Context: an optimization exercise on an open-source flow, tuned for small area. The choices shown serve that exercise and are no tape-out recipe.
At most, simulation tests tie the RTL to the original design; equivalence was not proved.
Function not checked in run 2: the RTL went through the layout flow alone.

## flow/design.v (module list and top-level ports; edited modules follow where they fit)
// module ime_sad_8x8: 1686 lines
// module sad_fa: 10 lines
// module sad_xor: 7 lines
// module sad_ha: 9 lines
module ime_sad_8x8 (
  clk       ,
  rstn      ,
  enable_i  ,
  ori_i     ,
  ref_i     ,
  sad_o
  );
  // ...
==> flow/flow/run.sh <==
#!/bin/bash
# The standard layout, except that:
# - the input and output ports are buffered with the smallest buffer (buf_1)
#   instead of the one buffer_ports picks;
# - pins may sit one routing track apart, so that a smaller die holds them;
# - synthesis buffers are removed before global placement (flow/pre_gpl.tcl)
#   and timing repair only sizes up and swaps pins (SETUP_MOVE_SEQUENCE);
# - each pixel's input pins are placed together (flow/io.tcl).
set -euo pipefail
export BUFFER_PORTS_ARGS="-buffer_cell sky130_fd_sc_hd__buf_1"
export PLACE_PINS_ARGS="-min_distance 1 -min_distance_in_tracks"
export SETUP_MOVE_SEQUENCE="sizeup,swap"
export PRE_GLOBAL_PLACE_TCL="$PWD/flow/pre_gpl.tcl"
export IO_CONSTRAINTS="$PWD/flow/io.tcl"
bash standard.sh > standard.log 2>&1
==> flow/flow/pre_gpl.tcl <==
# Take out the buffers that synthesis (abc) put in, before the ports are
# buffered and the design is placed; repair_design puts back those it needs.
remove_buffers
==> flow/standard.sh <==
#!/bin/bash
# synth_recipe.tcl (not shown) runs the flow's synth.tcl, then flattens the netlist and writes it again
# the make line also repeats each setting of config.mk as NAME=value (left out here)
make -C /OpenROAD-flow-scripts/flow DESIGN_CONFIG=/design/flow/config.mk WORK_HOME=/design/flow/orfs CLKGATE_MAP_FILE= SYNTH_SCRIPT=/design/flow/synth_recipe.tcl "${@:-finish}"
==> flow/config.mk <==
export PLATFORM = sky130hd
export DESIGN_NAME = ime_sad_8x8
export DESIGN_NICKNAME = ime_sad_8x8
export VERILOG_FILES = /design/flow/design.v
export SDC_FILE = /design/flow/constraint.sdc
export NUM_CORES = 4
export LEC_CHECK = 0
export CAP_MARGIN = 20
export CORE_AREA = 5 5 225 225
export CTS_BUF_LIST = sky130_fd_sc_hd__clkbuf_4
export DIE_AREA = 0 0 230 230
export GPL_TIMING_DRIVEN = 0
export SLEW_MARGIN = 20
export SYNTH_HIERARCHICAL = 1
export SYNTH_MINIMUM_KEEP_SIZE = 0
==> flow/constraint.sdc <==
create_clock -name core_clock -period 14.0 [get_ports {clk}]
set_input_delay 2.8000 -clock core_clock [delete_from_list [all_inputs] [get_ports {clk}]]
set_output_delay 2.8000 -clock core_clock [all_outputs]
set_load 0.01 [all_outputs]
Not shown: flow/flow/io.tcl
==> qor.txt, run 1 <==
status: finished clean
Crit. End Element: flop
DR pass1 iterations: 23
post-synthesis mux area share: 0.563%
dominant cell type by area after synthesis: fa_1
Setup Fix Bufs, Post-CTS: 0
worst slew pin tran: 801 ps
critical path type: primary input to flop
DRT iter0 DRCs: 1117
CP required: 14170 ps
DP Worst Slack: -348 ps
final setup margin: 251 ps
Core Util, Final: 68.3%
crit-path leading delay family: adder cells
most frequent cells in the layout: buf_1, fa_1, inv_1
multi-input combinational area share: 79.4%
CP startpoint kind: primary input
mapped cell area: 28000 sq um
Placed Area: 32300 sq um
io pins: 1041
P&R area growth vs syn: 16.7%
buffering overhead: 11.9%
first-pass GRT wire length: 139 mm
fin crit period: 13750 ps
Worst R2R End: sad_o[13]
DRT met1 WL: 34.9 mm
initial antenna violation count: 1
inverters: 448
drt via density: 5.25
input/output buffers: 1040
DRC violations left: 0
==> run 2, diff against run 1 <==
--- a/flow/design.v
+++ b/flow/design.v
@@ -1141,20 +1141,20 @@
   sad_fa u_n1607 (.a(n1556), .b(n1558), .ci(n1560), .s(n1607), .co(n1608));
   sad_fa u_n1609 (.a(n1562), .b(n1564), .ci(n1566), .s(n1609), .co(n1610));
   sad_fa u_n1611 (.a(n1568), .b(n1570), .ci(n1572), .s(n1611), .co(n1612));
   sad_fa u_n1613 (.a(n1574), .b(n1576), .ci(n1578), .s(n1613), .co(n1614));
   sad_fa u_n1615 (.a(n1580), .b(n1582), .ci(n1584), .s(n1615), .co(n1616));
   sad_fa u_n1617 (.a(n1586), .b(n1588), .ci(n1590), .s(n1617), .co(n1618));
   sad_fa u_n1619 (.a(n1592), .b(n1601), .ci(n1603), .s(n1619), .co(n1620));
   sad_fa u_n1621 (.a(n1605), .b(n1607), .ci(n1609), .s(n1621), .co(n1622));
-  sad_fa u_n1623 (.a(n1611), .b(n1613), .ci(n1615), .s(n1623), .co(n1624));
-  sad_fa u_n1625 (.a(n1617), .b(n1619), .ci(n1621), .s(n1625), .co(n1626));
-  sad_fa u_n1627 (.a(n1594), .b(n1596), .ci(n1598), .s(n1627), .co(n1628));
-  sad_fa u_n1629 (.a(n1623), .b(n1625), .ci(n1600), .s(n1629), .co(n1630));
+  sad_fa u_n1623 (.a(n1611), .b(n1613), .ci(n1594), .s(n1623), .co(n1624));
+  sad_fa u_n1625 (.a(n1596), .b(n1615), .ci(n1617), .s(n1625), .co(n1626));
+  sad_fa u_n1627 (.a(n1619), .b(n1621), .ci(n1623), .s(n1627), .co(n1628));
+  sad_fa u_n1629 (.a(n1598), .b(n1625), .ci(n1600), .s(n1629), .co(n1630));
   sad_fa u_n1631 (.a(n1627), .b(n1629), .ci(n1001), .s(n1631), .co(n1632));
   sad_fa u_n1633 (.a(n1002), .b(n1025), .ci(n1026), .s(n1633), .co(n1634));
   sad_fa u_n1635 (.a(n1049), .b(n1050), .ci(n1073), .s(n1635), .co(n1636));
   sad_fa u_n1637 (.a(n1074), .b(n1097), .ci(n1098), .s(n1637), .co(n1638));
   sad_fa u_n1639 (.a(n1121), .b(n1122), .ci(n113), .s(n1639), .co(n1640));
   sad_fa u_n1641 (.a(n114), .b(n1145), .ci(n1146), .s(n1641), .co(n1642));
   sad_fa u_n1643 (.a(n1169), .b(n1170), .ci(n1193), .s(n1643), .co(n1644));
   sad_fa u_n1645 (.a(n1194), .b(n1217), .ci(n1218), .s(n1645), .co(n1646));
@@ -1214,18 +1214,18 @@
   sad_fa u_n1753 (.a(n1737), .b(n1739), .ci(n1741), .s(n1753), .co(n1754));
   sad_fa u_n1755 (.a(n1743), .b(n1745), .ci(n1747), .s(n1755), .co(n1756));
   sad_fa u_n1757 (.a(n1749), .b(n1751), .ci(n1753), .s(n1757), .co(n1758));
   sad_ha u_n1759 (.a(n1755), .b(n1757), .s(n1759), .co(n1760));
   sad_fa u_n1761 (.a(n1602), .b(n1604), .ci(n1606), .s(n1761), .co(n1762));
   sad_fa u_n1763 (.a(n1608), .b(n1610), .ci(n1612), .s(n1763), .co(n1764));
   sad_fa u_n1765 (.a(n1614), .b(n1616), .ci(n1618), .s(n1765), .co(n1766));
   sad_fa u_n1767 (.a(n1620), .b(n1622), .ci(n1761), .s(n1767), .co(n1768));
-  sad_fa u_n1769 (.a(n1763), .b(n1765), .ci(n1624), .s(n1769), .co(n1770));
-  sad_fa u_n1771 (.a(n1626), .b(n1767), .ci(n1628), .s(n1771), .co(n1772));
+  sad_fa u_n1769 (.a(n1763), .b(n1624), .ci(n1626), .s(n1769), .co(n1770));
+  sad_fa u_n1771 (.a(n1765), .b(n1767), .ci(n1628), .s(n1771), .co(n1772));
   sad_fa u_n1773 (.a(n1769), .b(n1630), .ci(n1771), .s(n1773), .co(n1774));
   sad_fa u_n1775 (.a(n1003), .b(n1027), .ci(n1051), .s(n1775), .co(n1776));
   sad_fa u_n1777 (.a(n1075), .b(n1099), .ci(n1123), .s(n1777), .co(n1778));
   sad_fa u_n1779 (.a(n1147), .b(n115), .ci(n1171), .s(n1779), .co(n1780));
   sad_fa u_n1781 (.a(n1195), .b(n1219), .ci(n1243), .s(n1781), .co(n1782));
   sad_fa u_n1783 (.a(n1267), .b(n1291), .ci(n1315), .s(n1783), .co(n1784));
   sad_fa u_n1785 (.a(n1339), .b(n1363), .ci(n1387), .s(n1785), .co(n1786));
   sad_fa u_n1787 (.a(n139), .b(n1411), .ci(n1435), .s(n1787), .co(n1788));
@@ -1260,63 +1260,63 @@
   sad_fa u_n1845 (.a(n1712), .b(n1714), .ci(n1716), .s(n1845), .co(n1846));
   sad_fa u_n1847 (.a(n1775), .b(n1777), .ci(n1779), .s(n1847), .co(n1848));
   sad_fa u_n1849 (.a(n1781), .b(n1783), .ci(n1785), .s(n1849), .co(n1850));
   sad_fa u_n1851 (.a(n1787), .b(n1789), .ci(n1791), .s(n1851), .co(n1852));
   sad_fa u_n1853 (.a(n1793), .b(n1795), .ci(n1797), .s(n1853), .co(n1854));
   sad_fa u_n1855 (.a(n1799), .b(n1801), .ci(n1803), .s(n1855), .co(n1856));
   sad_fa u_n1857 (.a(n1805), .b(n1807), .ci(n1809), .s(n1857), .co(n1858));
   sad_fa u_n1859 (.a(n1811), .b(n1813), .ci(n1815), .s(n1859), .co(n1860));
-  sad_fa u_n1861 (.a(n1817), .b(n1819), .ci(n1821), .s(n1861), .co(n1862));
-  sad_fa u_n1863 (.a(n1823), .b(n1825), .ci(n1827), .s(n1863), .co(n1864));
-  sad_fa u_n1865 (.a(n1829), .b(n1831), .ci(n1833), .s(n1865), .co(n1866));
-  sad_fa u_n1867 (.a(n1835), .b(n1837), .ci(n1839), .s(n1867), .co(n1868));
-  sad_fa u_n1869 (.a(n1841), .b(n1843), .ci(n1845), .s(n1869), .co(n1870));
-  sad_fa u_n1871 (.a(n1718), .b(n1720), .ci(n1722), .s(n1871), .co(n1872));
-  sad_fa u_n1873 (.a(n1724), .b(n1726), .ci(n1728), .s(n1873), .co(n1874));
-  sad_fa u_n1875 (.a(n1730), .b(n1732), .ci(n1734), .s(n1875), .co(n1876));
-  sad_fa u_n1877 (.a(n1736), .b(n1738), .ci(n1740), .s(n1877), .co(n1878));
-  sad_fa u_n1879 (.a(n1742), .b(n1744), .ci(n1847), .s(n1879), .co(n1880));
+  sad_fa u_n1861 (.a(n1817), .b(n1718), .ci(n1720), .s(n1861), .co(n1862));
+  sad_fa u_n1863 (.a(n1722), .b(n1724), .ci(n1726), .s(n1863), .co(n1864));
+  sad_fa u_n1865 (.a(n1728), .b(n1730), .ci(n1732), .s(n1865), .co(n1866));
+  sad_fa u_n1867 (.a(n1734), .b(n1736), .ci(n1738), .s(n1867), .co(n1868));
+  sad_fa u_n1869 (.a(n1740), .b(n1742), .ci(n1744), .s(n1869), .co(n1870));
+  sad_fa u_n1871 (.a(n1819), .b(n1821), .ci(n1823), .s(n1871), .co(n1872));
+  sad_fa u_n1873 (.a(n1825), .b(n1827), .ci(n1829), .s(n1873), .co(n1874));
+  sad_fa u_n1875 (.a(n1831), .b(n1833), .ci(n1835), .s(n1875), .co(n1876));
+  sad_fa u_n1877 (.a(n1837), .b(n1839), .ci(n1841), .s(n1877), .co(n1878));
+  sad_fa u_n1879 (.a(n1843), .b(n1845), .ci(n1847), .s(n1879), .co(n1880));
   sad_fa u_n1881 (.a(n1849), .b(n1851), .ci(n1853), .s(n1881), .co(n1882));
   sad_fa u_n1883 (.a(n1855), .b(n1857), .ci(n1859), .s(n1883), .co(n1884));
-  sad_fa u_n1885 (.a(n1861), .b(n1863), .ci(n1865), .s(n1885), .co(n1886));
-  sad_fa u_n1887 (.a(n1867), .b(n1869), .ci(n1746), .s(n1887), .co(n1888));
-  sad_fa u_n1889 (.a(n1748), .b(n1750), .ci(n1752), .s(n1889), .co(n1890));
-  sad_fa u_n1891 (.a(n1754), .b(n1871), .ci(n1873), .s(n1891), .co(n1892));
+  sad_fa u_n1885 (.a(n1746), .b(n1861), .ci(n1748), .s(n1885), .co(n1886));
+  sad_fa u_n1887 (.a(n1750), .b(n1752), .ci(n1754), .s(n1887), .co(n1888));
+  sad_fa u_n1889 (.a(n1863), .b(n1865), .ci(n1867), .s(n1889), .co(n1890));
+  sad_fa u_n1891 (.a(n1869), .b(n1871), .ci(n1873), .s(n1891), .co(n1892));
   sad_fa u_n1893 (.a(n1875), .b(n1877), .ci(n1879), .s(n1893), .co(n1894));
-  sad_fa u_n1895 (.a(n1881), .b(n1883), .ci(n1885), .s(n1895), .co(n1896));
-  sad_fa u_n1897 (.a(n1756), .b(n1758), .ci(n1887), .s(n1897), .co(n1898));
+  sad_fa u_n1895 (.a(n1881), .b(n1883), .ci(n1756), .s(n1895), .co(n1896));
+  sad_fa u_n1897 (.a(n1885), .b(n1758), .ci(n1887), .s(n1897), .co(n1898));
   sad_fa u_n1899 (.a(n1889), .b(n1891), .ci(n1893), .s(n1899), .co(n1900));
   sad_fa u_n1901 (.a(n1760), .b(n1895), .ci(n1897), .s(n1901), .co(n1902));
   sad_ha u_n1903 (.a(n1899), .b(n1901), .s(n1903), .co(n1904));
   sad_fa u_n1905 (.a(n1762), .b(n1764), .ci(n1766), .s(n1905), .co(n1906));
-  sad_fa u_n1907 (.a(n1768), .b(n1770), .ci(n1905), .s(n1907), .co(n1908));
-  sad_fa u_n1909 (.a(n1772), .b(n1907), .ci(n1774), .s(n1909), .co(n1910));
-  sad_fa u_n1911 (.a(n1004), .b(n1028), .ci(n1052), .s(n1911), .co(n1912));
-  sad_fa u_n1913 (.a(n1076), .b(n1100), .ci(n1124), .s(n1913), .co(n1914));
-  sad_fa u_n1915 (.a(n1148), .b(n116), .ci(n1172), .s(n1915), .co(n1916));
-  sad_fa u_n1917 (.a(n1196), .b(n1220), .ci(n1244), .s(n1917), .co(n1918));
-  sad_fa u_n1919 (.a(n1268), .b(n1292), .ci(n1316), .s(n1919), .co(n1920));
-  sad_fa u_n1921 (.a(n1340), .b(n1364), .ci(n1388), .s(n1921), .co(n1922));
-  sad_fa u_n1923 (.a(n140), .b(n1412), .ci(n1436), .s(n1923), .co(n1924));
-  sad_fa u_n1925 (.a(n1460), .b(n1484), .ci(n1508), .s(n1925), .co(n1926));
-  sad_fa u_n1927 (.a(n1532), .b(n164), .ci(n188), .s(n1927), .co(n1928));
-  sad_fa u_n1929 (.a(n20), .b(n212), .ci(n236), .s(n1929), .co(n1930));
-  sad_fa u_n1931 (.a(n260), .b(n284), .ci(n308), .s(n1931), .co(n1932));
-  sad_fa u_n1933 (.a(n332), .b(n356), .ci(n380), .s(n1933), .co(n1934));
-  sad_fa u_n1935 (.a(n404), .b(n428), .ci(n44), .s(n1935), .co(n1936));
-  sad_fa u_n1937 (.a(n452), .b(n476), .ci(n500), .s(n1937), .co(n1938));
-  sad_fa u_n1939 (.a(n524), .b(n548), .ci(n572), .s(n1939), .co(n1940));
-  sad_fa u_n1941 (.a(n596), .b(n620), .ci(n644), .s(n1941), .co(n1942));
-  sad_fa u_n1943 (.a(n668), .b(n68), .ci(n692), .s(n1943), .co(n1944));
-  sad_fa u_n1945 (.a(n716), .b(n740), .ci(n764), .s(n1945), .co(n1946));
-  sad_fa u_n1947 (.a(n788), .b(n812), .ci(n836), .s(n1947), .co(n1948));
-  sad_fa u_n1949 (.a(n860), .b(n884), .ci(n908), .s(n1949), .co(n1950));
-  sad_fa u_n1951 (.a(n92), .b(n932), .ci(n956), .s(n1951), .co(n1952));
-  sad_fa u_n1953 (.a(n980), .b(n1776), .ci(n1778), .s(n1953), .co(n1954));
+  sad_fa u_n1907 (.a(n1768), .b(n1905), .ci(n1770), .s(n1907), .co(n1908));
+  sad_fa u_n1909 (.a(n1772), .b(n1907), .ci(n1004), .s(n1909), .co(n1910));
+  sad_fa u_n1911 (.a(n1028), .b(n1052), .ci(n1076), .s(n1911), .co(n1912));
+  sad_fa u_n1913 (.a(n1100), .b(n1124), .ci(n1148), .s(n1913), .co(n1914));
+  sad_fa u_n1915 (.a(n116), .b(n1172), .ci(n1196), .s(n1915), .co(n1916));
+  sad_fa u_n1917 (.a(n1220), .b(n1244), .ci(n1268), .s(n1917), .co(n1918));
+  sad_fa u_n1919 (.a(n1292), .b(n1316), .ci(n1340), .s(n1919), .co(n1920));
+  sad_fa u_n1921 (.a(n1364), .b(n1388), .ci(n140), .s(n1921), .co(n1922));
+  sad_fa u_n1923 (.a(n1412), .b(n1436), .ci(n1460), .s(n1923), .co(n1924));
+  sad_fa u_n1925 (.a(n1484), .b(n1508), .ci(n1532), .s(n1925), .co(n1926));
+  sad_fa u_n1927 (.a(n164), .b(n188), .ci(n20), .s(n1927), .co(n1928));
+  sad_fa u_n1929 (.a(n212), .b(n236), .ci(n260), .s(n1929), .co(n1930));
+  sad_fa u_n1931 (.a(n284), .b(n308), .ci(n332), .s(n1931), .co(n1932));
+  sad_fa u_n1933 (.a(n356), .b(n380), .ci(n404), .s(n1933), .co(n1934));
+  sad_fa u_n1935 (.a(n428), .b(n44), .ci(n452), .s(n1935), .co(n1936));
+  sad_fa u_n1937 (.a(n476), .b(n500), .ci(n524), .s(n1937), .co(n1938));
+  sad_fa u_n1939 (.a(n548), .b(n572), .ci(n596), .s(n1939), .co(n1940));
+  sad_fa u_n1941 (.a(n620), .b(n644), .ci(n668), .s(n1941), .co(n1942));
+  sad_fa u_n1943 (.a(n68), .b(n692), .ci(n716), .s(n1943), .co(n1944));
+  sad_fa u_n1945 (.a(n740), .b(n764), .ci(n788), .s(n1945), .co(n1946));
+  sad_fa u_n1947 (.a(n812), .b(n836), .ci(n860), .s(n1947), .co(n1948));
+  sad_fa u_n1949 (.a(n884), .b(n908), .ci(n92), .s(n1949), .co(n1950));
+  sad_fa u_n1951 (.a(n932), .b(n956), .ci(n980), .s(n1951), .co(n1952));
+  sad_fa u_n1953 (.a(n1774), .b(n1776), .ci(n1778), .s(n1953), .co(n1954));
   sad_fa u_n1955 (.a(n1780), .b(n1782), .ci(n1784), .s(n1955), .co(n1956));
   sad_fa u_n1957 (.a(n1786), .b(n1788), .ci(n1790), .s(n1957), .co(n1958));
   sad_fa u_n1959 (.a(n1792), .b(n1794), .ci(n1796), .s(n1959), .co(n1960));
   sad_fa u_n1961 (.a(n1798), .b(n1800), .ci(n1802), .s(n1961), .co(n1962));
   sad_fa u_n1963 (.a(n1804), .b(n1806), .ci(n1808), .s(n1963), .co(n1964));
   sad_fa u_n1965 (.a(n1810), .b(n1812), .ci(n1814), .s(n1965), .co(n1966));
   sad_fa u_n1967 (.a(n1816), .b(n1909), .ci(n1911), .s(n1967), .co(n1968));
   sad_fa u_n1969 (.a(n1913), .b(n1915), .ci(n1917), .s(n1969), .co(n1970));
@@ -1325,39 +1325,39 @@
   sad_fa u_n1975 (.a(n1931), .b(n1933), .ci(n1935), .s(n1975), .co(n1976));
   sad_fa u_n1977 (.a(n1937), .b(n1939), .ci(n1941), .s(n1977), .co(n1978));
   sad_fa u_n1979 (.a(n1943), .b(n1945), .ci(n1947), .s(n1979), .co(n1980));
   sad_fa u_n1981 (.a(n1949), .b(n1951), .ci(n1818), .s(n1981), .co(n1982));
   sad_fa u_n1983 (.a(n1820), .b(n1822), .ci(n1824), .s(n1983), .co(n1984));
   sad_fa u_n1985 (.a(n1826), .b(n1828), .ci(n1830), .s(n1985), .co(n1986));
   sad_fa u_n1987 (.a(n1832), .b(n1834), .ci(n1836), .s(n1987), .co(n1988));
   sad_fa u_n1989 (.a(n1838), .b(n1840), .ci(n1842), .s(n1989), .co(n1990));
-  sad_fa u_n1991 (.a(n1844), .b(n1846), .ci(n1953), .s(n1991), .co(n1992));
-  sad_fa u_n1993 (.a(n1955), .b(n1957), .ci(n1959), .s(n1993), .co(n1994));
-  sad_fa u_n1995 (.a(n1961), .b(n1963), .ci(n1965), .s(n1995), .co(n1996));
-  sad_fa u_n1997 (.a(n1848), .b(n1850), .ci(n1852), .s(n1997), .co(n1998));
-  sad_fa u_n1999 (.a(n1854), .b(n1856), .ci(n1858), .s(n1999), .co(n2000));
-  sad_fa u_n2001 (.a(n1860), .b(n1967), .ci(n1969), .s(n2001), .co(n2002));
+  sad_fa u_n1991 (.a(n1844), .b(n1846), .ci(n1848), .s(n1991), .co(n1992));
+  sad_fa u_n1993 (.a(n1850), .b(n1852), .ci(n1854), .s(n1993), .co(n1994));
+  sad_fa u_n1995 (.a(n1856), .b(n1858), .ci(n1860), .s(n1995), .co(n1996));
+  sad_fa u_n1997 (.a(n1953), .b(n1955), .ci(n1957), .s(n1997), .co(n1998));
+  sad_fa u_n1999 (.a(n1959), .b(n1961), .ci(n1963), .s(n1999), .co(n2000));
+  sad_fa u_n2001 (.a(n1965), .b(n1967), .ci(n1969), .s(n2001), .co(n2002));
   sad_fa u_n2003 (.a(n1971), .b(n1973), .ci(n1975), .s(n2003), .co(n2004));
-  sad_fa u_n2005 (.a(n1977), .b(n1979), .ci(n1862), .s(n2005), .co(n2006));
-  sad_fa u_n2007 (.a(n1864), .b(n1866), .ci(n1868), .s(n2007), .co(n2008));
-  sad_fa u_n2009 (.a(n1870), .b(n1981), .ci(n1983), .s(n2009), .co(n2010));
-  sad_fa u_n2011 (.a(n1985), .b(n1987), .ci(n1989), .s(n2011), .co(n2012));
-  sad_fa u_n2013 (.a(n1872), .b(n1874), .ci(n1876), .s(n2013), .co(n2014));
-  sad_fa u_n2015 (.a(n1878), .b(n1991), .ci(n1993), .s(n2015), .co(n2016));
-  sad_fa u_n2017 (.a(n1995), .b(n1880), .ci(n1882), .s(n2017), .co(n2018));
-  sad_fa u_n2019 (.a(n1884), .b(n1997), .ci(n1999), .s(n2019), .co(n2020));
-  sad_fa u_n2021 (.a(n2001), .b(n2003), .ci(n1886), .s(n2021), .co(n2022));
-  sad_fa u_n2023 (.a(n2005), .b(n2007), .ci(n2009), .s(n2023), .co(n2024));
-  sad_fa u_n2025 (.a(n2011), .b(n1888), .ci(n1890), .s(n2025), .co(n2026));
-  sad_fa u_n2027 (.a(n1892), .b(n2013), .ci(n2015), .s(n2027), .co(n2028));
-  sad_fa u_n2029 (.a(n1894), .b(n2017), .ci(n2019), .s(n2029), .co(n2030));
-  sad_fa u_n2031 (.a(n1896), .b(n2021), .ci(n2023), .s(n2031), .co(n2032));
-  sad_fa u_n2033 (.a(n1898), .b(n2025), .ci(n2027), .s(n2033), .co(n2034));
-  sad_fa u_n2035 (.a(n1900), .b(n2029), .ci(n2031), .s(n2035), .co(n2036));
+  sad_fa u_n2005 (.a(n1977), .b(n1979), .ci(n1981), .s(n2005), .co(n2006));
+  sad_fa u_n2007 (.a(n1862), .b(n1864), .ci(n1866), .s(n2007), .co(n2008));
+  sad_fa u_n2009 (.a(n1868), .b(n1870), .ci(n1872), .s(n2009), .co(n2010));
+  sad_fa u_n2011 (.a(n1874), .b(n1876), .ci(n1878), .s(n2011), .co(n2012));
+  sad_fa u_n2013 (.a(n1983), .b(n1985), .ci(n1987), .s(n2013), .co(n2014));
+  sad_fa u_n2015 (.a(n1989), .b(n1991), .ci(n1880), .s(n2015), .co(n2016));
+  sad_fa u_n2017 (.a(n1882), .b(n1884), .ci(n1993), .s(n2017), .co(n2018));
+  sad_fa u_n2019 (.a(n1995), .b(n1997), .ci(n1999), .s(n2019), .co(n2020));
+  sad_fa u_n2021 (.a(n2001), .b(n2003), .ci(n2005), .s(n2021), .co(n2022));
+  sad_fa u_n2023 (.a(n1886), .b(n1888), .ci(n1890), .s(n2023), .co(n2024));
+  sad_fa u_n2025 (.a(n1892), .b(n1894), .ci(n2007), .s(n2025), .co(n2026));
+  sad_fa u_n2027 (.a(n2009), .b(n2011), .ci(n2013), .s(n2027), .co(n2028));
+  sad_fa u_n2029 (.a(n2015), .b(n2017), .ci(n2019), .s(n2029), .co(n2030));
+  sad_fa u_n2031 (.a(n2021), .b(n1896), .ci(n1898), .s(n2031), .co(n2032));
+  sad_fa u_n2033 (.a(n1900), .b(n2023), .ci(n2025), .s(n2033), .co(n2034));
+  sad_fa u_n2035 (.a(n2027), .b(n2029), .ci(n2031), .s(n2035), .co(n2036));
   sad_fa u_n2037 (.a(n1902), .b(n2033), .ci(n1904), .s(n2037), .co(n2038));
   sad_ha u_n2039 (.a(n2035), .b(n2037), .s(n2039), .co(n2040));
   sad_fa u_n2041 (.a(n1906), .b(n1908), .ci(n1005), .s(n2041), .co(n2042));
   sad_fa u_n2043 (.a(n1029), .b(n1053), .ci(n1077), .s(n2043), .co(n2044));
   sad_fa u_n2045 (.a(n1101), .b(n1125), .ci(n1149), .s(n2045), .co(n2046));
   sad_fa u_n2047 (.a(n117), .b(n1173), .ci(n1197), .s(n2047), .co(n2048));
   sad_fa u_n2049 (.a(n1221), .b(n1245), .ci(n1269), .s(n2049), .co(n2050));
   sad_fa u_n2051 (.a(n1293), .b(n1317), .ci(n1341), .s(n2051), .co(n2052));
@@ -1389,41 +1389,41 @@
   sad_fa u_n2103 (.a(n2051), .b(n2053), .ci(n2055), .s(n2103), .co(n2104));
   sad_fa u_n2105 (.a(n2057), .b(n2059), .ci(n2061), .s(n2105), .co(n2106));
   sad_fa u_n2107 (.a(n2063), .b(n2065), .ci(n2067), .s(n2107), .co(n2108));
   sad_fa u_n2109 (.a(n2069), .b(n2071), .ci(n2073), .s(n2109), .co(n2110));
   sad_fa u_n2111 (.a(n2075), .b(n2077), .ci(n2079), .s(n2111), .co(n2112));
   sad_fa u_n2113 (.a(n2081), .b(n2083), .ci(n1954), .s(n2113), .co(n2114));
   sad_fa u_n2115 (.a(n1956), .b(n1958), .ci(n1960), .s(n2115), .co(n2116));
   sad_fa u_n2117 (.a(n1962), .b(n1964), .ci(n1966), .s(n2117), .co(n2118));
-  sad_fa u_n2119 (.a(n2085), .b(n2087), .ci(n2089), .s(n2119), .co(n2120));
-  sad_fa u_n2121 (.a(n2091), .b(n2093), .ci(n2095), .s(n2121), .co(n2122));
-  sad_fa u_n2123 (.a(n2097), .b(n1968), .ci(n1970), .s(n2123), .co(n2124));
-  sad_fa u_n2125 (.a(n1972), .b(n1974), .ci(n1976), .s(n2125), .co(n2126));
-  sad_fa u_n2127 (.a(n1978), .b(n1980), .ci(n2099), .s(n2127), .co(n2128));
+  sad_fa u_n2119 (.a(n1968), .b(n1970), .ci(n1972), .s(n2119), .co(n2120));
+  sad_fa u_n2121 (.a(n1974), .b(n1976), .ci(n1978), .s(n2121), .co(n2122));
+  sad_fa u_n2123 (.a(n1980), .b(n2085), .ci(n2087), .s(n2123), .co(n2124));
+  sad_fa u_n2125 (.a(n2089), .b(n2091), .ci(n2093), .s(n2125), .co(n2126));
+  sad_fa u_n2127 (.a(n2095), .b(n2097), .ci(n2099), .s(n2127), .co(n2128));
   sad_fa u_n2129 (.a(n2101), .b(n2103), .ci(n2105), .s(n2129), .co(n2130));
   sad_fa u_n2131 (.a(n2107), .b(n2109), .ci(n2111), .s(n2131), .co(n2132));
   sad_fa u_n2133 (.a(n1982), .b(n1984), .ci(n1986), .s(n2133), .co(n2134));
-  sad_fa u_n2135 (.a(n1988), .b(n1990), .ci(n1992), .s(n2135), .co(n2136));
-  sad_fa u_n2137 (.a(n1994), .b(n1996), .ci(n2113), .s(n2137), .co(n2138));
-  sad_fa u_n2139 (.a(n2115), .b(n2117), .ci(n1998), .s(n2139), .co(n2140));
-  sad_fa u_n2141 (.a(n2000), .b(n2119), .ci(n2121), .s(n2141), .co(n2142));
-  sad_fa u_n2143 (.a(n2002), .b(n2004), .ci(n2123), .s(n2143), .co(n2144));
-  sad_fa u_n2145 (.a(n2125), .b(n2127), .ci(n2129), .s(n2145), .co(n2146));
-  sad_fa u_n2147 (.a(n2131), .b(n2006), .ci(n2008), .s(n2147), .co(n2148));
-  sad_fa u_n2149 (.a(n2010), .b(n2012), .ci(n2133), .s(n2149), .co(n2150));
-  sad_fa u_n2151 (.a(n2014), .b(n2016), .ci(n2135), .s(n2151), .co(n2152));
-  sad_fa u_n2153 (.a(n2137), .b(n2018), .ci(n2020), .s(n2153), .co(n2154));
-  sad_fa u_n2155 (.a(n2139), .b(n2141), .ci(n2143), .s(n2155), .co(n2156));
-  sad_fa u_n2157 (.a(n2145), .b(n2022), .ci(n2024), .s(n2157), .co(n2158));
-  sad_fa u_n2159 (.a(n2147), .b(n2149), .ci(n2026), .s(n2159), .co(n2160));
-  sad_fa u_n2161 (.a(n2028), .b(n2151), .ci(n2030), .s(n2161), .co(n2162));
-  sad_fa u_n2163 (.a(n2153), .b(n2155), .ci(n2032), .s(n2163), .co(n2164));
-  sad_fa u_n2165 (.a(n2157), .b(n2159), .ci(n2034), .s(n2165), .co(n2166));
-  sad_fa u_n2167 (.a(n2161), .b(n2036), .ci(n2163), .s(n2167), .co(n2168));
+  sad_fa u_n2135 (.a(n1988), .b(n1990), .ci(n2113), .s(n2135), .co(n2136));
+  sad_fa u_n2137 (.a(n1992), .b(n1994), .ci(n1996), .s(n2137), .co(n2138));
+  sad_fa u_n2139 (.a(n1998), .b(n2000), .ci(n2115), .s(n2139), .co(n2140));
+  sad_fa u_n2141 (.a(n2117), .b(n2002), .ci(n2004), .s(n2141), .co(n2142));
+  sad_fa u_n2143 (.a(n2119), .b(n2121), .ci(n2123), .s(n2143), .co(n2144));
+  sad_fa u_n2145 (.a(n2125), .b(n2127), .ci(n2006), .s(n2145), .co(n2146));
+  sad_fa u_n2147 (.a(n2129), .b(n2131), .ci(n2008), .s(n2147), .co(n2148));
+  sad_fa u_n2149 (.a(n2010), .b(n2012), .ci(n2014), .s(n2149), .co(n2150));
+  sad_fa u_n2151 (.a(n2016), .b(n2133), .ci(n2135), .s(n2151), .co(n2152));
+  sad_fa u_n2153 (.a(n2018), .b(n2020), .ci(n2137), .s(n2153), .co(n2154));
+  sad_fa u_n2155 (.a(n2139), .b(n2141), .ci(n2022), .s(n2155), .co(n2156));
+  sad_fa u_n2157 (.a(n2143), .b(n2145), .ci(n2147), .s(n2157), .co(n2158));
+  sad_fa u_n2159 (.a(n2024), .b(n2026), .ci(n2028), .s(n2159), .co(n2160));
+  sad_fa u_n2161 (.a(n2149), .b(n2151), .ci(n2030), .s(n2161), .co(n2162));
+  sad_fa u_n2163 (.a(n2153), .b(n2155), .ci(n2157), .s(n2163), .co(n2164));
+  sad_fa u_n2165 (.a(n2032), .b(n2034), .ci(n2159), .s(n2165), .co(n2166));
+  sad_fa u_n2167 (.a(n2161), .b(n2163), .ci(n2036), .s(n2167), .co(n2168));
   sad_fa u_n2169 (.a(n2165), .b(n2038), .ci(n2167), .s(n2169), .co(n2170));
   sad_ha u_n2171 (.a(n2040), .b(n2169), .s(n2171), .co(n2172));
   sad_fa u_n2173 (.a(n1006), .b(n1030), .ci(n1054), .s(n2173), .co(n2174));
   sad_fa u_n2175 (.a(n1078), .b(n1102), .ci(n1126), .s(n2175), .co(n2176));
   sad_fa u_n2177 (.a(n1150), .b(n1174), .ci(n118), .s(n2177), .co(n2178));
   sad_fa u_n2179 (.a(n1198), .b(n1222), .ci(n1246), .s(n2179), .co(n2180));
   sad_fa u_n2181 (.a(n1270), .b(n1294), .ci(n1318), .s(n2181), .co(n2182));
   sad_fa u_n2183 (.a(n1342), .b(n1366), .ci(n1390), .s(n2183), .co(n2184));
@@ -1454,42 +1454,42 @@
   sad_fa u_n2233 (.a(n2181), .b(n2183), .ci(n2185), .s(n2233), .co(n2234));
   sad_fa u_n2235 (.a(n2187), .b(n2189), .ci(n2191), .s(n2235), .co(n2236));
   sad_fa u_n2237 (.a(n2193), .b(n2195), .ci(n2197), .s(n2237), .co(n2238));
   sad_fa u_n2239 (.a(n2199), .b(n2201), .ci(n2203), .s(n2239), .co(n2240));
   sad_fa u_n2241 (.a(n2205), .b(n2207), .ci(n2209), .s(n2241), .co(n2242));
   sad_fa u_n2243 (.a(n2211), .b(n2213), .ci(n2086), .s(n2243), .co(n2244));
   sad_fa u_n2245 (.a(n2088), .b(n2090), .ci(n2092), .s(n2245), .co(n2246));
   sad_fa u_n2247 (.a(n2094), .b(n2096), .ci(n2098), .s(n2247), .co(n2248));
-  sad_fa u_n2249 (.a(n2215), .b(n2217), .ci(n2219), .s(n2249), .co(n2250));
-  sad_fa u_n2251 (.a(n2221), .b(n2223), .ci(n2225), .s(n2251), .co(n2252));
-  sad_fa u_n2253 (.a(n2227), .b(n2100), .ci(n2102), .s(n2253), .co(n2254));
-  sad_fa u_n2255 (.a(n2104), .b(n2106), .ci(n2108), .s(n2255), .co(n2256));
-  sad_fa u_n2257 (.a(n2110), .b(n2112), .ci(n2229), .s(n2257), .co(n2258));
+  sad_fa u_n2249 (.a(n2100), .b(n2215), .ci(n2102), .s(n2249), .co(n2250));
+  sad_fa u_n2251 (.a(n2104), .b(n2106), .ci(n2108), .s(n2251), .co(n2252));
+  sad_fa u_n2253 (.a(n2110), .b(n2112), .ci(n2217), .s(n2253), .co(n2254));
+  sad_fa u_n2255 (.a(n2219), .b(n2221), .ci(n2223), .s(n2255), .co(n2256));
+  sad_fa u_n2257 (.a(n2225), .b(n2227), .ci(n2229), .s(n2257), .co(n2258));
   sad_fa u_n2259 (.a(n2231), .b(n2233), .ci(n2235), .s(n2259), .co(n2260));
   sad_fa u_n2261 (.a(n2237), .b(n2239), .ci(n2241), .s(n2261), .co(n2262));
   sad_fa u_n2263 (.a(n2114), .b(n2116), .ci(n2118), .s(n2263), .co(n2264));
-  sad_fa u_n2265 (.a(n2120), .b(n2122), .ci(n2243), .s(n2265), .co(n2266));
-  sad_fa u_n2267 (.a(n2245), .b(n2247), .ci(n2124), .s(n2267), .co(n2268));
-  sad_fa u_n2269 (.a(n2126), .b(n2249), .ci(n2251), .s(n2269), .co(n2270));
-  sad_fa u_n2271 (.a(n2128), .b(n2130), .ci(n2132), .s(n2271), .co(n2272));
+  sad_fa u_n2265 (.a(n2243), .b(n2120), .ci(n2122), .s(n2265), .co(n2266));
+  sad_fa u_n2267 (.a(n2124), .b(n2126), .ci(n2128), .s(n2267), .co(n2268));
+  sad_fa u_n2269 (.a(n2245), .b(n2247), .ci(n2249), .s(n2269), .co(n2270));
+  sad_fa u_n2271 (.a(n2130), .b(n2132), .ci(n2251), .s(n2271), .co(n2272));
   sad_fa u_n2273 (.a(n2253), .b(n2255), .ci(n2257), .s(n2273), .co(n2274));
   sad_fa u_n2275 (.a(n2259), .b(n2261), .ci(n2134), .s(n2275), .co(n2276));
-  sad_fa u_n2277 (.a(n2136), .b(n2138), .ci(n2263), .s(n2277), .co(n2278));
-  sad_fa u_n2279 (.a(n2140), .b(n2142), .ci(n2265), .s(n2279), .co(n2280));
-  sad_fa u_n2281 (.a(n2144), .b(n2267), .ci(n2269), .s(n2281), .co(n2282));
+  sad_fa u_n2277 (.a(n2136), .b(n2138), .ci(n2140), .s(n2277), .co(n2278));
+  sad_fa u_n2279 (.a(n2263), .b(n2142), .ci(n2144), .s(n2279), .co(n2280));
+  sad_fa u_n2281 (.a(n2265), .b(n2267), .ci(n2269), .s(n2281), .co(n2282));
   sad_fa u_n2283 (.a(n2146), .b(n2271), .ci(n2273), .s(n2283), .co(n2284));
-  sad_fa u_n2285 (.a(n2148), .b(n2150), .ci(n2275), .s(n2285), .co(n2286));
-  sad_fa u_n2287 (.a(n2152), .b(n2277), .ci(n2154), .s(n2287), .co(n2288));
-  sad_fa u_n2289 (.a(n2279), .b(n2156), .ci(n2281), .s(n2289), .co(n2290));
+  sad_fa u_n2285 (.a(n2275), .b(n2148), .ci(n2150), .s(n2285), .co(n2286));
+  sad_fa u_n2287 (.a(n2152), .b(n2154), .ci(n2277), .s(n2287), .co(n2288));
+  sad_fa u_n2289 (.a(n2156), .b(n2279), .ci(n2281), .s(n2289), .co(n2290));
   sad_fa u_n2291 (.a(n2283), .b(n2158), .ci(n2285), .s(n2291), .co(n2292));
   sad_fa u_n2293 (.a(n2160), .b(n2162), .ci(n2287), .s(n2293), .co(n2294));
   sad_fa u_n2295 (.a(n2289), .b(n2164), .ci(n2291), .s(n2295), .co(n2296));
-  sad_fa u_n2297 (.a(n2166), .b(n2293), .ci(n2168), .s(n2297), .co(n2298));
-  sad_fa u_n2299 (.a(n2295), .b(n2170), .ci(n2297), .s(n2299), .co(n2300));
+  sad_fa u_n2297 (.a(n2166), .b(n2293), .ci(n2295), .s(n2297), .co(n2298));
+  sad_fa u_n2299 (.a(n2168), .b(n2297), .ci(n2170), .s(n2299), .co(n2300));
   sad_ha u_n2301 (.a(n2172), .b(n2299), .s(n2301), .co(n2302));
   sad_fa u_n2303 (.a(n1007), .b(n1031), .ci(n1055), .s(n2303), .co(n2304));
   sad_fa u_n2305 (.a(n1079), .b(n1103), .ci(n1127), .s(n2305), .co(n2306));
   sad_fa u_n2307 (.a(n1151), .b(n1175), .ci(n119), .s(n2307), .co(n2308));
   sad_fa u_n2309 (.a(n1199), .b(n1223), .ci(n1247), .s(n2309), .co(n2310));
   sad_fa u_n2311 (.a(n1271), .b(n1295), .ci(n1319), .s(n2311), .co(n2312));
   sad_fa u_n2313 (.a(n1343), .b(n1367), .ci(n1391), .s(n2313), .co(n2314));
   sad_fa u_n2315 (.a(n1415), .b(n143), .ci(n1439), .s(n2315), .co(n2316));
@@ -1518,37 +1518,37 @@
   sad_fa u_n2361 (.a(n2307), .b(n2309), .ci(n2311), .s(n2361), .co(n2362));
   sad_fa u_n2363 (.a(n2313), .b(n2315), .ci(n2317), .s(n2363), .co(n2364));
   sad_fa u_n2365 (.a(n2319), .b(n2321), .ci(n2323), .s(n2365), .co(n2366));
   sad_fa u_n2367 (.a(n2325), .b(n2327), .ci(n2329), .s(n2367), .co(n2368));
   sad_fa u_n2369 (.a(n2331), .b(n2333), .ci(n2335), .s(n2369), .co(n2370));
   sad_fa u_n2371 (.a(n2337), .b(n2339), .ci(n2341), .s(n2371), .co(n2372));
   sad_fa u_n2373 (.a(n2343), .b(n2216), .ci(n2218), .s(n2373), .co(n2374));
   sad_fa u_n2375 (.a(n2220), .b(n2222), .ci(n2224), .s(n2375), .co(n2376));
-  sad_fa u_n2377 (.a(n2226), .b(n2228), .ci(n2345), .s(n2377), .co(n2378));
-  sad_fa u_n2379 (.a(n2347), .b(n2349), .ci(n2351), .s(n2379), .co(n2380));
-  sad_fa u_n2381 (.a(n2353), .b(n2355), .ci(n2357), .s(n2381), .co(n2382));
-  sad_fa u_n2383 (.a(n2230), .b(n2232), .ci(n2234), .s(n2383), .co(n2384));
-  sad_fa u_n2385 (.a(n2236), .b(n2238), .ci(n2240), .s(n2385), .co(n2386));
-  sad_fa u_n2387 (.a(n2242), .b(n2359), .ci(n2361), .s(n2387), .co(n2388));
+  sad_fa u_n2377 (.a(n2226), .b(n2228), .ci(n2230), .s(n2377), .co(n2378));
+  sad_fa u_n2379 (.a(n2232), .b(n2234), .ci(n2236), .s(n2379), .co(n2380));
+  sad_fa u_n2381 (.a(n2238), .b(n2240), .ci(n2242), .s(n2381), .co(n2382));
+  sad_fa u_n2383 (.a(n2345), .b(n2347), .ci(n2349), .s(n2383), .co(n2384));
+  sad_fa u_n2385 (.a(n2351), .b(n2353), .ci(n2355), .s(n2385), .co(n2386));
+  sad_fa u_n2387 (.a(n2357), .b(n2359), .ci(n2361), .s(n2387), .co(n2388));
   sad_fa u_n2389 (.a(n2363), .b(n2365), .ci(n2367), .s(n2389), .co(n2390));
   sad_fa u_n2391 (.a(n2369), .b(n2371), .ci(n2244), .s(n2391), .co(n2392));
-  sad_fa u_n2393 (.a(n2246), .b(n2248), .ci(n2250), .s(n2393), .co(n2394));
-  sad_fa u_n2395 (.a(n2252), .b(n2373), .ci(n2375), .s(n2395), .co(n2396));
-  sad_fa u_n2397 (.a(n2254), .b(n2256), .ci(n2377), .s(n2397), .co(n2398));
-  sad_fa u_n2399 (.a(n2379), .b(n2381), .ci(n2258), .s(n2399), .co(n2400));
-  sad_fa u_n2401 (.a(n2260), .b(n2262), .ci(n2383), .s(n2401), .co(n2402));
+  sad_fa u_n2393 (.a(n2246), .b(n2248), .ci(n2373), .s(n2393), .co(n2394));
+  sad_fa u_n2395 (.a(n2250), .b(n2252), .ci(n2254), .s(n2395), .co(n2396));
+  sad_fa u_n2397 (.a(n2256), .b(n2258), .ci(n2375), .s(n2397), .co(n2398));
+  sad_fa u_n2399 (.a(n2377), .b(n2260), .ci(n2262), .s(n2399), .co(n2400));
+  sad_fa u_n2401 (.a(n2379), .b(n2381), .ci(n2383), .s(n2401), .co(n2402));
   sad_fa u_n2403 (.a(n2385), .b(n2387), .ci(n2389), .s(n2403), .co(n2404));
-  sad_fa u_n2405 (.a(n2264), .b(n2266), .ci(n2391), .s(n2405), .co(n2406));
+  sad_fa u_n2405 (.a(n2391), .b(n2264), .ci(n2266), .s(n2405), .co(n2406));
   sad_fa u_n2407 (.a(n2268), .b(n2270), .ci(n2393), .s(n2407), .co(n2408));
-  sad_fa u_n2409 (.a(n2395), .b(n2272), .ci(n2397), .s(n2409), .co(n2410));
-  sad_fa u_n2411 (.a(n2274), .b(n2399), .ci(n2401), .s(n2411), .co(n2412));
-  sad_fa u_n2413 (.a(n2403), .b(n2276), .ci(n2278), .s(n2413), .co(n2414));
-  sad_fa u_n2415 (.a(n2280), .b(n2405), .ci(n2282), .s(n2415), .co(n2416));
-  sad_fa u_n2417 (.a(n2407), .b(n2409), .ci(n2284), .s(n2417), .co(n2418));
+  sad_fa u_n2409 (.a(n2272), .b(n2274), .ci(n2395), .s(n2409), .co(n2410));
+  sad_fa u_n2411 (.a(n2397), .b(n2399), .ci(n2401), .s(n2411), .co(n2412));
+  sad_fa u_n2413 (.a(n2276), .b(n2403), .ci(n2278), .s(n2413), .co(n2414));
+  sad_fa u_n2415 (.a(n2405), .b(n2280), .ci(n2282), .s(n2415), .co(n2416));
+  sad_fa u_n2417 (.a(n2407), .b(n2284), .ci(n2409), .s(n2417), .co(n2418));
   sad_fa u_n2419 (.a(n2411), .b(n2286), .ci(n2413), .s(n2419), .co(n2420));
   sad_fa u_n2421 (.a(n2288), .b(n2290), .ci(n2415), .s(n2421), .co(n2422));
   sad_fa u_n2423 (.a(n2417), .b(n2292), .ci(n2419), .s(n2423), .co(n2424));
   sad_fa u_n2425 (.a(n2294), .b(n2421), .ci(n2296), .s(n2425), .co(n2426));
   sad_fa u_n2427 (.a(n2423), .b(n2298), .ci(n2425), .s(n2427), .co(n2428));
   sad_fa u_n2429 (.a(n2300), .b(n2427), .ci(n2302), .s(n2429), .co(n2430));
   sad_fa u_n2431 (.a(n1008), .b(n1032), .ci(n1056), .s(n2431), .co(n2432));
   sad_fa u_n2433 (.a(n1080), .b(n1104), .ci(n1128), .s(n2433), .co(n2434));
@@ -1582,40 +1582,40 @@
   sad_fa u_n2489 (.a(n2435), .b(n2437), .ci(n2439), .s(n2489), .co(n2490));
   sad_fa u_n2491 (.a(n2441), .b(n2443), .ci(n2445), .s(n2491), .co(n2492));
   sad_fa u_n2493 (.a(n2447), .b(n2449), .ci(n2451), .s(n2493), .co(n2494));
   sad_fa u_n2495 (.a(n2453), .b(n2455), .ci(n2457), .s(n2495), .co(n2496));
   sad_fa u_n2497 (.a(n2459), .b(n2461), .ci(n2463), .s(n2497), .co(n2498));
   sad_fa u_n2499 (.a(n2465), .b(n2467), .ci(n2469), .s(n2499), .co(n2500));
   sad_fa u_n2501 (.a(n2471), .b(n2346), .ci(n2348), .s(n2501), .co(n2502));
   sad_fa u_n2503 (.a(n2350), .b(n2352), .ci(n2354), .s(n2503), .co(n2504));
-  sad_fa u_n2505 (.a(n2356), .b(n2358), .ci(n2473), .s(n2505), .co(n2506));
-  sad_fa u_n2507 (.a(n2475), .b(n2477), .ci(n2479), .s(n2507), .co(n2508));
-  sad_fa u_n2509 (.a(n2481), .b(n2483), .ci(n2485), .s(n2509), .co(n2510));
-  sad_fa u_n2511 (.a(n2360), .b(n2362), .ci(n2364), .s(n2511), .co(n2512));
-  sad_fa u_n2513 (.a(n2366), .b(n2368), .ci(n2370), .s(n2513), .co(n2514));
-  sad_fa u_n2515 (.a(n2372), .b(n2487), .ci(n2489), .s(n2515), .co(n2516));
+  sad_fa u_n2505 (.a(n2356), .b(n2358), .ci(n2360), .s(n2505), .co(n2506));
+  sad_fa u_n2507 (.a(n2362), .b(n2364), .ci(n2366), .s(n2507), .co(n2508));
+  sad_fa u_n2509 (.a(n2368), .b(n2370), .ci(n2372), .s(n2509), .co(n2510));
+  sad_fa u_n2511 (.a(n2473), .b(n2475), .ci(n2477), .s(n2511), .co(n2512));
+  sad_fa u_n2513 (.a(n2479), .b(n2481), .ci(n2483), .s(n2513), .co(n2514));
+  sad_fa u_n2515 (.a(n2485), .b(n2487), .ci(n2489), .s(n2515), .co(n2516));
   sad_fa u_n2517 (.a(n2491), .b(n2493), .ci(n2495), .s(n2517), .co(n2518));
   sad_fa u_n2519 (.a(n2497), .b(n2499), .ci(n2374), .s(n2519), .co(n2520));
   sad_fa u_n2521 (.a(n2376), .b(n2378), .ci(n2380), .s(n2521), .co(n2522));
-  sad_fa u_n2523 (.a(n2382), .b(n2501), .ci(n2503), .s(n2523), .co(n2524));
-  sad_fa u_n2525 (.a(n2384), .b(n2386), .ci(n2505), .s(n2525), .co(n2526));
-  sad_fa u_n2527 (.a(n2507), .b(n2509), .ci(n2388), .s(n2527), .co(n2528));
-  sad_fa u_n2529 (.a(n2390), .b(n2511), .ci(n2513), .s(n2529), .co(n2530));
-  sad_fa u_n2531 (.a(n2515), .b(n2517), .ci(n2392), .s(n2531), .co(n2532));
-  sad_fa u_n2533 (.a(n2394), .b(n2396), .ci(n2519), .s(n2533), .co(n2534));
-  sad_fa u_n2535 (.a(n2398), .b(n2521), .ci(n2523), .s(n2535), .co(n2536));
-  sad_fa u_n2537 (.a(n2400), .b(n2402), .ci(n2525), .s(n2537), .co(n2538));
+  sad_fa u_n2523 (.a(n2382), .b(n2384), .ci(n2386), .s(n2523), .co(n2524));
+  sad_fa u_n2525 (.a(n2501), .b(n2503), .ci(n2505), .s(n2525), .co(n2526));
+  sad_fa u_n2527 (.a(n2388), .b(n2390), .ci(n2507), .s(n2527), .co(n2528));
+  sad_fa u_n2529 (.a(n2509), .b(n2511), .ci(n2513), .s(n2529), .co(n2530));
+  sad_fa u_n2531 (.a(n2392), .b(n2515), .ci(n2517), .s(n2531), .co(n2532));
+  sad_fa u_n2533 (.a(n2519), .b(n2394), .ci(n2396), .s(n2533), .co(n2534));
+  sad_fa u_n2535 (.a(n2398), .b(n2521), .ci(n2400), .s(n2535), .co(n2536));
+  sad_fa u_n2537 (.a(n2402), .b(n2523), .ci(n2525), .s(n2537), .co(n2538));
   sad_fa u_n2539 (.a(n2404), .b(n2527), .ci(n2529), .s(n2539), .co(n2540));
-  sad_fa u_n2541 (.a(n2406), .b(n2531), .ci(n2408), .s(n2541), .co(n2542));
+  sad_fa u_n2541 (.a(n2531), .b(n2406), .ci(n2408), .s(n2541), .co(n2542));
   sad_fa u_n2543 (.a(n2533), .b(n2410), .ci(n2535), .s(n2543), .co(n2544));
   sad_fa u_n2545 (.a(n2412), .b(n2537), .ci(n2539), .s(n2545), .co(n2546));
-  sad_fa u_n2547 (.a(n2414), .b(n2416), .ci(n2541), .s(n2547), .co(n2548));
-  sad_fa u_n2549 (.a(n2543), .b(n2418), .ci(n2545), .s(n2549), .co(n2550));
-  sad_fa u_n2551 (.a(n2420), .b(n2422), .ci(n2547), .s(n2551), .co(n2552));
+  sad_fa u_n2547 (.a(n2414), .b(n2541), .ci(n2416), .s(n2547), .co(n2548));
+  sad_fa u_n2549 (.a(n2418), .b(n2543), .ci(n2545), .s(n2549), .co(n2550));
+  sad_fa u_n2551 (.a(n2420), .b(n2547), .ci(n2422), .s(n2551), .co(n2552));
   sad_fa u_n2553 (.a(n2549), .b(n2424), .ci(n2551), .s(n2553), .co(n2554));
   sad_fa u_n2555 (.a(n2426), .b(n2553), .ci(n2428), .s(n2555), .co(n2556));
   sad_ha u_n2557 (.a(n2555), .b(n2430), .s(n2557), .co(n2558));
   sad_fa u_n2559 (.a(n2432), .b(n2434), .ci(n2436), .s(n2559), .co(n2560));
   sad_fa u_n2561 (.a(n2438), .b(n2440), .ci(n2442), .s(n2561), .co(n2562));
   sad_fa u_n2563 (.a(n2444), .b(n2446), .ci(n2448), .s(n2563), .co(n2564));
   sad_fa u_n2565 (.a(n2450), .b(n2452), .ci(n2454), .s(n2565), .co(n2566));
   sad_fa u_n2567 (.a(n2456), .b(n2458), .ci(n2460), .s(n2567), .co(n2568));
@@ -1624,60 +1624,60 @@
   sad_fa u_n2573 (.a(n2474), .b(n2476), .ci(n2478), .s(n2573), .co(n2574));
   sad_fa u_n2575 (.a(n2480), .b(n2482), .ci(n2484), .s(n2575), .co(n2576));
   sad_fa u_n2577 (.a(n2486), .b(n2488), .ci(n2490), .s(n2577), .co(n2578));
   sad_fa u_n2579 (.a(n2492), .b(n2494), .ci(n2496), .s(n2579), .co(n2580));
   sad_fa u_n2581 (.a(n2498), .b(n2500), .ci(n2559), .s(n2581), .co(n2582));
   sad_fa u_n2583 (.a(n2561), .b(n2563), .ci(n2565), .s(n2583), .co(n2584));
   sad_fa u_n2585 (.a(n2567), .b(n2569), .ci(n2571), .s(n2585), .co(n2586));
   sad_fa u_n2587 (.a(n2502), .b(n2504), .ci(n2506), .s(n2587), .co(n2588));
-  sad_fa u_n2589 (.a(n2508), .b(n2510), .ci(n2573), .s(n2589), .co(n2590));
-  sad_fa u_n2591 (.a(n2575), .b(n2512), .ci(n2514), .s(n2591), .co(n2592));
+  sad_fa u_n2589 (.a(n2508), .b(n2510), .ci(n2512), .s(n2589), .co(n2590));
+  sad_fa u_n2591 (.a(n2514), .b(n2573), .ci(n2575), .s(n2591), .co(n2592));
   sad_fa u_n2593 (.a(n2516), .b(n2518), .ci(n2577), .s(n2593), .co(n2594));
   sad_fa u_n2595 (.a(n2579), .b(n2581), .ci(n2583), .s(n2595), .co(n2596));
   sad_fa u_n2597 (.a(n2585), .b(n2520), .ci(n2522), .s(n2597), .co(n2598));
   sad_fa u_n2599 (.a(n2524), .b(n2526), .ci(n2587), .s(n2599), .co(n2600));
-  sad_fa u_n2601 (.a(n2589), .b(n2528), .ci(n2530), .s(n2601), .co(n2602));
-  sad_fa u_n2603 (.a(n2591), .b(n2593), .ci(n2595), .s(n2603), .co(n2604));
-  sad_fa u_n2605 (.a(n2532), .b(n2534), .ci(n2536), .s(n2605), .co(n2606));
-  sad_fa u_n2607 (.a(n2597), .b(n2538), .ci(n2599), .s(n2607), .co(n2608));
+  sad_fa u_n2601 (.a(n2528), .b(n2530), .ci(n2589), .s(n2601), .co(n2602));
+  sad_fa u_n2603 (.a(n2591), .b(n2532), .ci(n2593), .s(n2603), .co(n2604));
+  sad_fa u_n2605 (.a(n2595), .b(n2534), .ci(n2597), .s(n2605), .co(n2606));
+  sad_fa u_n2607 (.a(n2536), .b(n2538), .ci(n2599), .s(n2607), .co(n2608));
   sad_fa u_n2609 (.a(n2540), .b(n2601), .ci(n2603), .s(n2609), .co(n2610));
-  sad_fa u_n2611 (.a(n2542), .b(n2544), .ci(n2605), .s(n2611), .co(n2612));
+  sad_fa u_n2611 (.a(n2542), .b(n2605), .ci(n2544), .s(n2611), .co(n2612));
   sad_fa u_n2613 (.a(n2607), .b(n2546), .ci(n2609), .s(n2613), .co(n2614));
   sad_fa u_n2615 (.a(n2548), .b(n2611), .ci(n2550), .s(n2615), .co(n2616));
   sad_fa u_n2617 (.a(n2613), .b(n2552), .ci(n2615), .s(n2617), .co(n2618));
   sad_fa u_n2619 (.a(n2554), .b(n2617), .ci(n2556), .s(n2619), .co(n2620));
   sad_ha u_n2621 (.a(n2619), .b(n2558), .s(n2621), .co(n2622));
   sad_fa u_n2623 (.a(n2560), .b(n2562), .ci(n2564), .s(n2623), .co(n2624));
   sad_fa u_n2625 (.a(n2566), .b(n2568), .ci(n2570), .s(n2625), .co(n2626));
   sad_fa u_n2627 (.a(n2572), .b(n2574), .ci(n2576), .s(n2627), .co(n2628));
-  sad_fa u_n2629 (.a(n2578), .b(n2580), .ci(n2582), .s(n2629), .co(n2630));
-  sad_fa u_n2631 (.a(n2584), .b(n2586), .ci(n2623), .s(n2631), .co(n2632));
-  sad_fa u_n2633 (.a(n2625), .b(n2588), .ci(n2590), .s(n2633), .co(n2634));
-  sad_fa u_n2635 (.a(n2627), .b(n2592), .ci(n2594), .s(n2635), .co(n2636));
-  sad_fa u_n2637 (.a(n2596), .b(n2629), .ci(n2631), .s(n2637), .co(n2638));
+  sad_fa u_n2629 (.a(n2623), .b(n2625), .ci(n2578), .s(n2629), .co(n2630));
+  sad_fa u_n2631 (.a(n2580), .b(n2582), .ci(n2584), .s(n2631), .co(n2632));
+  sad_fa u_n2633 (.a(n2586), .b(n2588), .ci(n2590), .s(n2633), .co(n2634));
+  sad_fa u_n2635 (.a(n2592), .b(n2627), .ci(n2629), .s(n2635), .co(n2636));
+  sad_fa u_n2637 (.a(n2594), .b(n2596), .ci(n2631), .s(n2637), .co(n2638));
   sad_fa u_n2639 (.a(n2598), .b(n2600), .ci(n2633), .s(n2639), .co(n2640));
-  sad_fa u_n2641 (.a(n2602), .b(n2604), .ci(n2635), .s(n2641), .co(n2642));
+  sad_fa u_n2641 (.a(n2602), .b(n2635), .ci(n2604), .s(n2641), .co(n2642));
   sad_fa u_n2643 (.a(n2637), .b(n2606), .ci(n2608), .s(n2643), .co(n2644));
-  sad_fa u_n2645 (.a(n2639), .b(n2610), .ci(n2641), .s(n2645), .co(n2646));
+  sad_fa u_n2645 (.a(n2639), .b(n2641), .ci(n2610), .s(n2645), .co(n2646));
   sad_fa u_n2647 (.a(n2612), .b(n2643), .ci(n2614), .s(n2647), .co(n2648));
   sad_fa u_n2649 (.a(n2645), .b(n2616), .ci(n2647), .s(n2649), .co(n2650));
   sad_fa u_n2651 (.a(n2618), .b(n2649), .ci(n2620), .s(n2651), .co(n2652));
-  sad_ha u_n2653 (.a(n2651), .b(n2622), .s(n2653), .co(n2654));
+  sad_ha u_n2653 (.a(n2622), .b(n2651), .s(n2653), .co(n2654));
   sad_fa u_n2655 (.a(n2624), .b(n2626), .ci(n2628), .s(n2655), .co(n2656));
-  sad_fa u_n2657 (.a(n2630), .b(n2632), .ci(n2634), .s(n2657), .co(n2658));
-  sad_fa u_n2659 (.a(n2655), .b(n2636), .ci(n2638), .s(n2659), .co(n2660));
-  sad_fa u_n2661 (.a(n2640), .b(n2657), .ci(n2642), .s(n2661), .co(n2662));
-  sad_fa u_n2663 (.a(n2659), .b(n2644), .ci(n2646), .s(n2663), .co(n2664));
-  sad_fa u_n2665 (.a(n2661), .b(n2648), .ci(n2663), .s(n2665), .co(n2666));
+  sad_fa u_n2657 (.a(n2630), .b(n2632), .ci(n2655), .s(n2657), .co(n2658));
+  sad_fa u_n2659 (.a(n2634), .b(n2636), .ci(n2638), .s(n2659), .co(n2660));
+  sad_fa u_n2661 (.a(n2657), .b(n2640), .ci(n2659), .s(n2661), .co(n2662));
+  sad_fa u_n2663 (.a(n2642), .b(n2644), .ci(n2661), .s(n2663), .co(n2664));
+  sad_fa u_n2665 (.a(n2646), .b(n2663), .ci(n2648), .s(n2665), .co(n2666));
   sad_fa u_n2667 (.a(n2650), .b(n2665), .ci(n2652), .s(n2667), .co(n2668));
-  sad_ha u_n2669 (.a(n2667), .b(n2654), .s(n2669), .co(n2670));
+  sad_ha u_n2669 (.a(n2654), .b(n2667), .s(n2669), .co(n2670));
   sad_fa u_n2671 (.a(n2656), .b(n2658), .ci(n2660), .s(n2671), .co(n2672));
-  sad_fa u_n2673 (.a(n2662), .b(n2671), .ci(n2664), .s(n2673), .co(n2674));
-  sad_fa u_n2675 (.a(n2666), .b(n2673), .ci(n2668), .s(n2675), .co(n2676));
+  sad_fa u_n2673 (.a(n2671), .b(n2662), .ci(n2664), .s(n2673), .co(n2674));
+  sad_fa u_n2675 (.a(n2673), .b(n2666), .ci(n2668), .s(n2675), .co(n2676));
   sad_ha u_n2677 (.a(n2670), .b(n2675), .s(n2677), .co(n2678));
   sad_fa u_n2679 (.a(n2672), .b(n2674), .ci(n2676), .s(n2679), .co(n2680));
   sad_ha u_n2681 (.a(n2678), .b(n2679), .s(n2681), .co(n2682));
   sad_ha u_n2683 (.a(n2680), .b(n2682), .s(n2683), .co(n2684));
   assign sad_w = {n2683, n2681, n2677, n2669, n2653, n2621, n2557, n2429, n2301, n2171, n2039, n1903, n1759, n1599};
   always @(posedge clk or negedge rstn) begin
     if (!rstn)
       sad_o <= 'd0;
==> qor.txt, run 2 <==
CP startpoint kind: primary input
Mapped Nets: 4252
CTS max path bufs: 2
crit-path leading delay family: adder cells
worst hold path type: flop to flop
CP required: 14180 ps (about the same)
vias in the first global route: 24500
Avg WL per Cell: 25.4 um
largest family of logic cells by synthesized area: adder cells
input/output buffers: 1040 (unchanged)
worst slew pin tran: 851 ps (+50.7 ps)
Arrival @ worst endpoint: 13990 ps
H-Tree Depth: 1
critical path type: primary input to flop
Max Cap Violations: 0
DRT iter0 DRCs: 1118 (+0.090%)
drt via density: 5.35 (+1.9%)
slowest stage delay, CP: 610 ps
Tot GR Track Use: 36.9%
Seq/Total Area, Yosys: 1.25%
design area: 32800 sq um
Placed Area: 32300 sq um (unchanged)
worst-path fanout max: 2
Final Hold Vio Count: 0
GR Overflow Total: 0
# setup viols final: 0
Post-Synth Simple-Gate Area: 2.29%
final antenna-violating net count: 0
commonest non-fill, non-tap cell in the layout: buf_1
share of cells above drive strength 1: 4.02%
chip height: 230 um
DPL Wire Length: 92.9 mm
Post-synth EDFFs: 0
post-synthesis xor/xnor area fraction: 16.0%
Slew headroom: 43.3%
Async SR Flop Fraction: 100%
Compound-Gate Fraction of Synth Area: 0%
setup TNS: 0 ps
slowest stage cell on the critical path: fa_1
first-pass GRT wire length: 144 mm (+3.4%)
most frequent cells in the layout: buf_1, fa_1, inv_1
Biggest register: sad_o
dominant cell type by area after synthesis: fa_1
post-synthesis mux area share: 0.563% (unchanged)
Final Cycle Share: 98.7%
Worst Skew: 0 ps
vias: 20300
status: finished clean
#FFs+latches synth: 14
Core Area: 47800 sq um
post-synth top area share: 72.1%
Crit. End Element: flop
# nets final: 5232
fin crit period: 13810 ps (+62.5 ps)
P&R area growth vs syn: 17.2%
Most used DFF post-synth: dfrtp_1
drt total wl: 96.5 mm
io pins: 1041 (unchanged)
Initial Util: 58.5%
mapped cell area: 28000 sq um (unchanged)
Buf/Inv on CP: 1
top cells by area, synth: fa_1, xnor2_1, inv_1
most numerous cell in the Yosys netlist: fa_1
initial antenna violation count: 3 (+2)
Die ar.: 52900 sq um
Largest regs: sad_o (14)
synth cell count leaders: fa_1, inv_1, xnor2_1
max reg flops: 14
Ys Warns: 7
Slew Viols, Final: 0
row cnt: 80
DR pass1 iterations: 5 (-78%)
largest net degree at the start of global routing: 15
total clock sinks: 14
fmax: 0.0724 GHz
Syn Area/Cell: 12.7 sq um
total clock buffers created by CTS: 3
clock slew at reported path FFs: 80 ps
Cells after Synth: 2203
CTS tree: done
Core Util, Final: 68.6% (+0.31 points)
synth unique cells: 11
Root Buffer Master: clkbuf_4
Post-Synth Adder-Cell Area: 72.7%
GP Congestion: 1.04
Crit path top cell by count: fa_1
die width: 230 um
clock latency on the worst-skew pair: 280 ps
DRC violations left: 0 (unchanged)
run 2: cell families after synthesis:
logic type | Yosys count
mux | 14
fa+ha+maj | 1022
flops | 14
simple gates | 128
buf+inv | 513
xor+xnor | 512
run 2: final cells by class:
type | instances | area, sq um
Multi-Input combinational cell | 1676 | 26100
Tap cell | 615 | 769
Inverter | 448 | 1680
Sequential cell | 14 | 350
Timing Repair Buffer | 1040 | 3910
Antenna cell | 3 | 7.51
Fill cell | 3678 | 15000
Clock buffer | 3 | 22.5
run 2: worst paths after layout:
| kind | slack [ps] | depth (start not counted) | from | endpoint |
|---|---|---|---|---|
| setup / recovery | 190 | 26 | ref_i[40] | sad_o[13] |
| hold / removal | 510 | 1 | sad_o[10] | sad_o[10] |
| setup reg to reg | 13230 | 1 | sad_o[2] | sad_o[2] |
| hold reg to reg | 510 | 1 | sad_o[10] | sad_o[10] |
| max in group asynchronous | 10950 | 1 | rstn | sad_o[1] |
| min in group asynchronous | 2560 | 1 | rstn | sad_o[8] |
run 2: repair_timing:
item	4_1_cts	5_1_grt
resized for setup	1	111
setup endpoints to repair	1	2
hold buffers	0	0
pin swaps	0	16
setup buffers	0	0
run 2: Yosys stat by module, one instance, submodules excluded:
module / cells / cell area (sq um) / copies in the design
ime_sad_8x8: 1117 / 7090 / 1
sad_fa: 1 / 20.0 / 1009
sad_ha: 1 / 12.5 / 13
sad_xor: 1 / 8.76 / 64
run 2: through the flow:
| stage | instances | hold WS, ps | setup WS (ps) |
|---|---|---|---|
| 6_report | 3799 | 510 | 188 |
| 5_1_grt | 3799 | 536 | -4.71 |
| 4_1_cts | 3796 | 512 | 0.278 |
| 3_5_place_dp | 3793 | 494 | -357 |
| 3_3_place_gp | 3793 | 495 | -249 |
| 2_1_floorplan | 2203 | 551 | 483 |
run 2: metal layers:
| metal | GRT usage [%] | vias up | routed length (um) | share of wire [%] |
|---|---|---|---|---|
| li1 | - | 8076 | - | - |
| met1 | 48.1 | 10600 | 35900 | 37 |
| met2 | 61.6 | 1348 | 46900 | 49 |
| met3 | 8.30 | 302 | 8860 | 9.2 |
| met4 | 13.5 | 0 | 4830 | 5.0 |
| met5 | 0 | - | 0 | 0 |

afterwards: timing with drivers on the ports:
How much do the figures lean on ideal ports? The routed layouts below were timed once more, with nothing changed but the port constraints.
Step 1 sets driving cells, clkbuf_16 on the clock port and buf_2 on the other inputs (assumed; they add their load-dependent delay and slew).
Step 2 also shifts input and output timing later by t, the mid clock arrival at the registers, as if the neighbouring blocks saw the same clock.
Slacks: ideal / step 1 / step 2; pairs: ideal / step 1.
run	t, ns	slack for setup (ns)	cell pins on the clock port's net
run 1	0.308	0.251 / 0.258 / -0.050	1
run 2	0.320	0.188 / 0.190 / -0.130	1
With both steps, setup timing fails in run 1 and run 2, where it was met with ideal ports. For run 2, which loses most, drivers alone change the setup slack by +0.002 ns; drivers and shift together by -0.318 ns.
